Background: an optimization exercise with open tools, aiming at small area and a short achievable clock period. Do not read the settings as production practice. Function was checked by simulation only, so behaviour that the tests miss may differ from the original.

==> job 1091: inputs <==
## aipp_coherent_phase_recovery
module aipp_coherent_phase_recovery (
    input wire clk_local_ref,
    input wire rst_n,
    input wire [127:0] optical_in,
    input wire lock_enable,
    output reg clk_omega_out,
    output reg phase_locked,
    output reg [15:0] phase_error
);
export LEC_CHECK = 0
export CAP_MARGIN = 20
export CORE_MARGIN = 2
export CORE_UTILIZATION = 40
export PLACE_DENSITY = 0.6
export SLEW_MARGIN = 20
create_clock -name core_clock -period 5.5 [get_ports {clk_local_ref}]
run.sh (not shown) runs the stock make flow with config.mk's settings and CLKGATE_MAP_FILE= SYNTH_SCRIPT=/design/flow/synth_recipe.tcl, a recipe that flattens the netlist after the stock synthesis.
==> job 8236 (differences from job 1091) <==
==> flow/flow/run.sh (new file) <==
#!/bin/bash
# Own layout flow: the standard ORFS flow (standard.sh), with two changes:
#  - synthesis runs without Yosys's early "abc -fast" pass (SYNTH_ARGS=-noabc), so the full
#    adders that ORFS extracts from the RTL's explicit carry-save logic keep their polarity
#    (no inverter pairs around them); the final ABC mapping is unchanged;
#  - the port buffers that placement inserts are buf_1 cells rather than the default choice.
# Everything else (floorplan, power grid, taps, placement, CTS, routing) is standard.sh unchanged.
set -euo pipefail
export SYNTH_ARGS="-noabc"
export BUFFER_PORTS_ARGS="-buffer_cell sky130_fd_sc_hd__buf_1"
export CTS_ARGS="-sink_clustering_enable -repair_clock_nets -dont_use_dummy_load -buf_list sky130_fd_sc_hd__clkbuf_4"
bash standard.sh > standard_make.log 2>&1
==> flow/standard.sh (new file) <==
#!/bin/bash
# synth_recipe.tcl (not shown) runs the flow's synth.tcl, then flattens the netlist and writes it again
# the make line also repeats each setting of config.mk as NAME=value (left out here)
make -C /OpenROAD-flow-scripts/flow DESIGN_CONFIG=/design/flow/config.mk WORK_HOME=/design/flow/orfs CLKGATE_MAP_FILE= SYNTH_SCRIPT=/design/flow/synth_recipe.tcl "${@:-finish}"
--- a/flow/config.mk
+++ b/flow/config.mk
@@ -9,4 +9,5 @@
 export CORE_MARGIN = 2
 export CORE_UTILIZATION = 40
 export PLACE_DENSITY = 0.6
+export SETUP_SLACK_MARGIN = 1.0
 export SLEW_MARGIN = 20
removed: flow/run.sh
==> job 2455 (differences from job 1091) <==
==> flow/flow/run.sh (new file) <==
#!/bin/bash
# Own layout flow: the standard ORFS flow (standard.sh), with two changes:
#  - synthesis runs without Yosys's early "abc -fast" pass (SYNTH_ARGS=-noabc), so the full
#    adders that ORFS extracts from the RTL's explicit carry-save logic keep their polarity
#    (no inverter pairs around them); the final ABC mapping is unchanged;
#  - the port buffers that placement inserts are buf_1 cells rather than the default choice.
# Everything else (floorplan, power grid, taps, placement, CTS, routing) is standard.sh unchanged.
set -euo pipefail
export SYNTH_ARGS="-noabc"
export BUFFER_PORTS_ARGS="-buffer_cell sky130_fd_sc_hd__buf_1"
bash standard.sh > standard_make.log 2>&1
==> flow/standard.sh (new file) <==
#!/bin/bash
# synth_recipe.tcl (not shown) runs the flow's synth.tcl, then flattens the netlist and writes it again
# the make line also repeats each setting of config.mk as NAME=value (left out here)
make -C /OpenROAD-flow-scripts/flow DESIGN_CONFIG=/design/flow/config.mk WORK_HOME=/design/flow/orfs CLKGATE_MAP_FILE= SYNTH_SCRIPT=/design/flow/synth_recipe.tcl "${@:-finish}"
--- a/flow/config.mk
+++ b/flow/config.mk
@@ -9,4 +9,5 @@
 export CORE_MARGIN = 2
 export CORE_UTILIZATION = 40
 export PLACE_DENSITY = 0.6
+export SETUP_SLACK_MARGIN = 1.0
 export SLEW_MARGIN = 20
removed: flow/run.sh
==> comparison table <==
Result of the run: job 2455 no timing/DRC/antenna violations; job 8236 no timing/DRC/antenna violations; job 1091 no timing/DRC/antenna violations
Longest individual stage delay on the worst path: job 2455 460 ps; job 8236 460 ps; job 1091 570 ps
Post-Place Worst Slack: job 2455 732 ps; job 8236 732 ps; job 1091 837 ps
CP Data Required Time: job 2455 5710 ps; job 8236 5810 ps; job 1091 5760 ps
Met3 WL: job 2455 387 µm; job 8236 343 µm; job 1091 469 µm
Fraction of the yosys area taken by sequential cells: job 2455 0.292; job 8236 0.292; job 1091 0.279
Most frequent cell on the critical path: job 2455 ha_1; job 8236 -; job 1091 ha_1
Core Util, Final: job 2455 0.459; job 8236 0.441; job 1091 0.466
Largest fanout of any net on the critical path: job 2455 4; job 8236 4; job 1091 8
First-pass GRT wire length: job 2455 19100 µm; job 8236 18900 µm; job 1091 20800 µm
Clock network latency to the later pin of the worst-skew pair: job 2455 330 ps; job 8236 420 ps; job 1091 340 ps
Sequential cell area share: job 2455 0.259; job 8236 0.269; job 1091 0.243

========
==> inputs of branch onyx <==
Starting RTL as in the previous note.
// aipp_coherent_phase_recovery
module aipp_coherent_phase_recovery (
    input wire clk_local_ref,
    input wire rst_n,
    input wire [127:0] optical_in,
    input wire lock_enable,
    output reg clk_omega_out,
    output reg phase_locked,
    output reg [15:0] phase_error
);
Settings: LEC_CHECK=0, CAP_MARGIN=20, CORE_MARGIN=2, CORE_UTILIZATION=40, PLACE_DENSITY=0.6, SETUP_SLACK_MARGIN=1.0, SLEW_MARGIN=20; clock period 5.5 ns.
standard.sh (not shown) runs the stock make flow with config.mk's settings and CLKGATE_MAP_FILE= SYNTH_SCRIPT=/design/flow/synth_recipe.tcl, a recipe that flattens the netlist after the stock synthesis.
==> flow/flow/run.sh <==
#!/bin/bash
# Own layout flow: the standard ORFS flow (standard.sh), with two changes:
#  - synthesis runs without Yosys's early "abc -fast" pass (SYNTH_ARGS=-noabc), so the full
#    adders that ORFS extracts from the RTL's explicit carry-save logic keep their polarity
#    (no inverter pairs around them); the final ABC mapping is unchanged;
#  - the port buffers that placement inserts are buf_1 cells rather than the default choice.
# Everything else (floorplan, power grid, taps, placement, CTS, routing) is standard.sh unchanged.
set -euo pipefail
export SYNTH_ARGS="-noabc"
export BUFFER_PORTS_ARGS="-buffer_cell sky130_fd_sc_hd__buf_1"
export CTS_ARGS="-sink_clustering_enable -repair_clock_nets -dont_use_dummy_load -buf_list sky130_fd_sc_hd__clkbuf_8"
bash standard.sh > standard_make.log 2>&1
==> branch garnet: changes against branch onyx <==
==> flow/run.sh (new file) <==
#!/bin/bash
# synth_recipe.tcl (not shown) runs the flow's synth.tcl, then flattens the netlist and writes it again
# the make line also repeats each setting of config.mk as NAME=value (left out here)
make -C /OpenROAD-flow-scripts/flow DESIGN_CONFIG=/design/flow/config.mk WORK_HOME=/design/flow/orfs CLKGATE_MAP_FILE= SYNTH_SCRIPT=/design/flow/synth_recipe.tcl finish
removed: flow/flow/run.sh
removed: flow/standard.sh
==> impl_summary.log <==
INFO  metric result_of_the_run = complete, no violations
INFO  metric worst-endpoint-required = 5.73 ns
INFO  metric tightestPinTransition = 0.6524 ns
INFO  metric worst_slew_margin_rel = 56.51%
INFO  metric path_clk_slew = 0.07 ns
INFO  metric nonClockInverterCount = 33
INFO  metric floorplan.initialDensity = 40.61%
INFO  metric synth_simple_gate_area_share = 10.46%
INFO  metric synth_fa_ha_area_share = 44.02%
INFO  metric multi_input_area = 0.003805 mm^2
INFO  metric synthesis.instances = 448
INFO  metric detail_route.wirelength.met1 = 4542 um
INFO  metric initialDrtViolationCount = 100
INFO  metric timing.critical_path.cells = fa_2 > fa_1 > and2_1 > ha_1 > fa_1 > ha_1 > fa_1 > a21o_1 > a21o_1 > a21oi_1 > nor2b_1 > o41ai_4 > buf_4 > nor2_1 > ha_1 > xor2_1
INFO  metric grt_pass1_wl = 18,950 um
INFO  metric synth.top_cells.by_count = fa_1 (80), ha_1 (68), dfrtp_1 (65)
# the run above: branch onyx

==> impl_summary.log <==
INFO  metric nonClockInverterCount = 105
INFO  metric result_of_the_run = complete, no violations
INFO  metric synth_fa_ha_area_share = 41.67%
INFO  metric synth_simple_gate_area_share = 9.399%
INFO  metric detail_route.wirelength.met1 = 5340 um
INFO  metric tightestPinTransition = 0.8952 ns
INFO  metric worst_slew_margin_rel = 40.32%
INFO  metric synthesis.instances = 545
INFO  metric path_clk_slew = 0.06 ns
INFO  metric floorplan.initialDensity = 40.58%
INFO  metric synth.top_cells.by_area = dfrtp_1 (28%), fa_1 (26%), ha_1 (15%)
INFO  metric initialDrtViolationCount = 126
INFO  metric timing.critical_path.cells = fa_1 > fa_1 > and2_1 > ha_1 > inv_1 > fa_1 > inv_1 > ha_1 > inv_1 > fa_1 > nor2b_1 > o21ai_0 > a21boi_2 > o2111ai_4 > a211oi_2 > ha_1 > xor2_1
INFO  metric worst-endpoint-required = 5.76 ns
# the run above: branch garnet

[static timing again, ports no longer ideal]
The flow's constraints put no driver on any port. The routed layouts listed below were extracted and timed again, unchanged, in two steps.
Step 1 sets driving cells, clkbuf_16 on the clock port and buf_2 on the other inputs (assumed; they add their load-dependent delay and slew).
Step 2, shift: input delay + t, output delay - t, t = (earliest + latest rising clock arrival at the registers) / 2. This alone moves slack from input paths to output paths.
Three values: ideal, step 1, step 2; two values: the first two.
run | shift t [ns] | setup WS [ns] | cell pins on the clock port's net
job 1091 | 0.373 | 0.892 / 0.892 / 0.827 | 1
job 8236 | 0.433 | 1.130 / 1.130 / 0.795 | 1
job 2455 | 0.366 | 1.187 / 1.187 / 0.877 | 1
branch onyx | 0.369 | 1.124 / 1.124 / 0.876 | 1
branch garnet | 0.372 | 1.270 / 1.270 / 1.007 | 1
After both steps every run listed still meets setup and hold. The setup slack of job 8236, which loses most, moves by 0.000 ns with the drivers and by -0.335 ns with both steps.
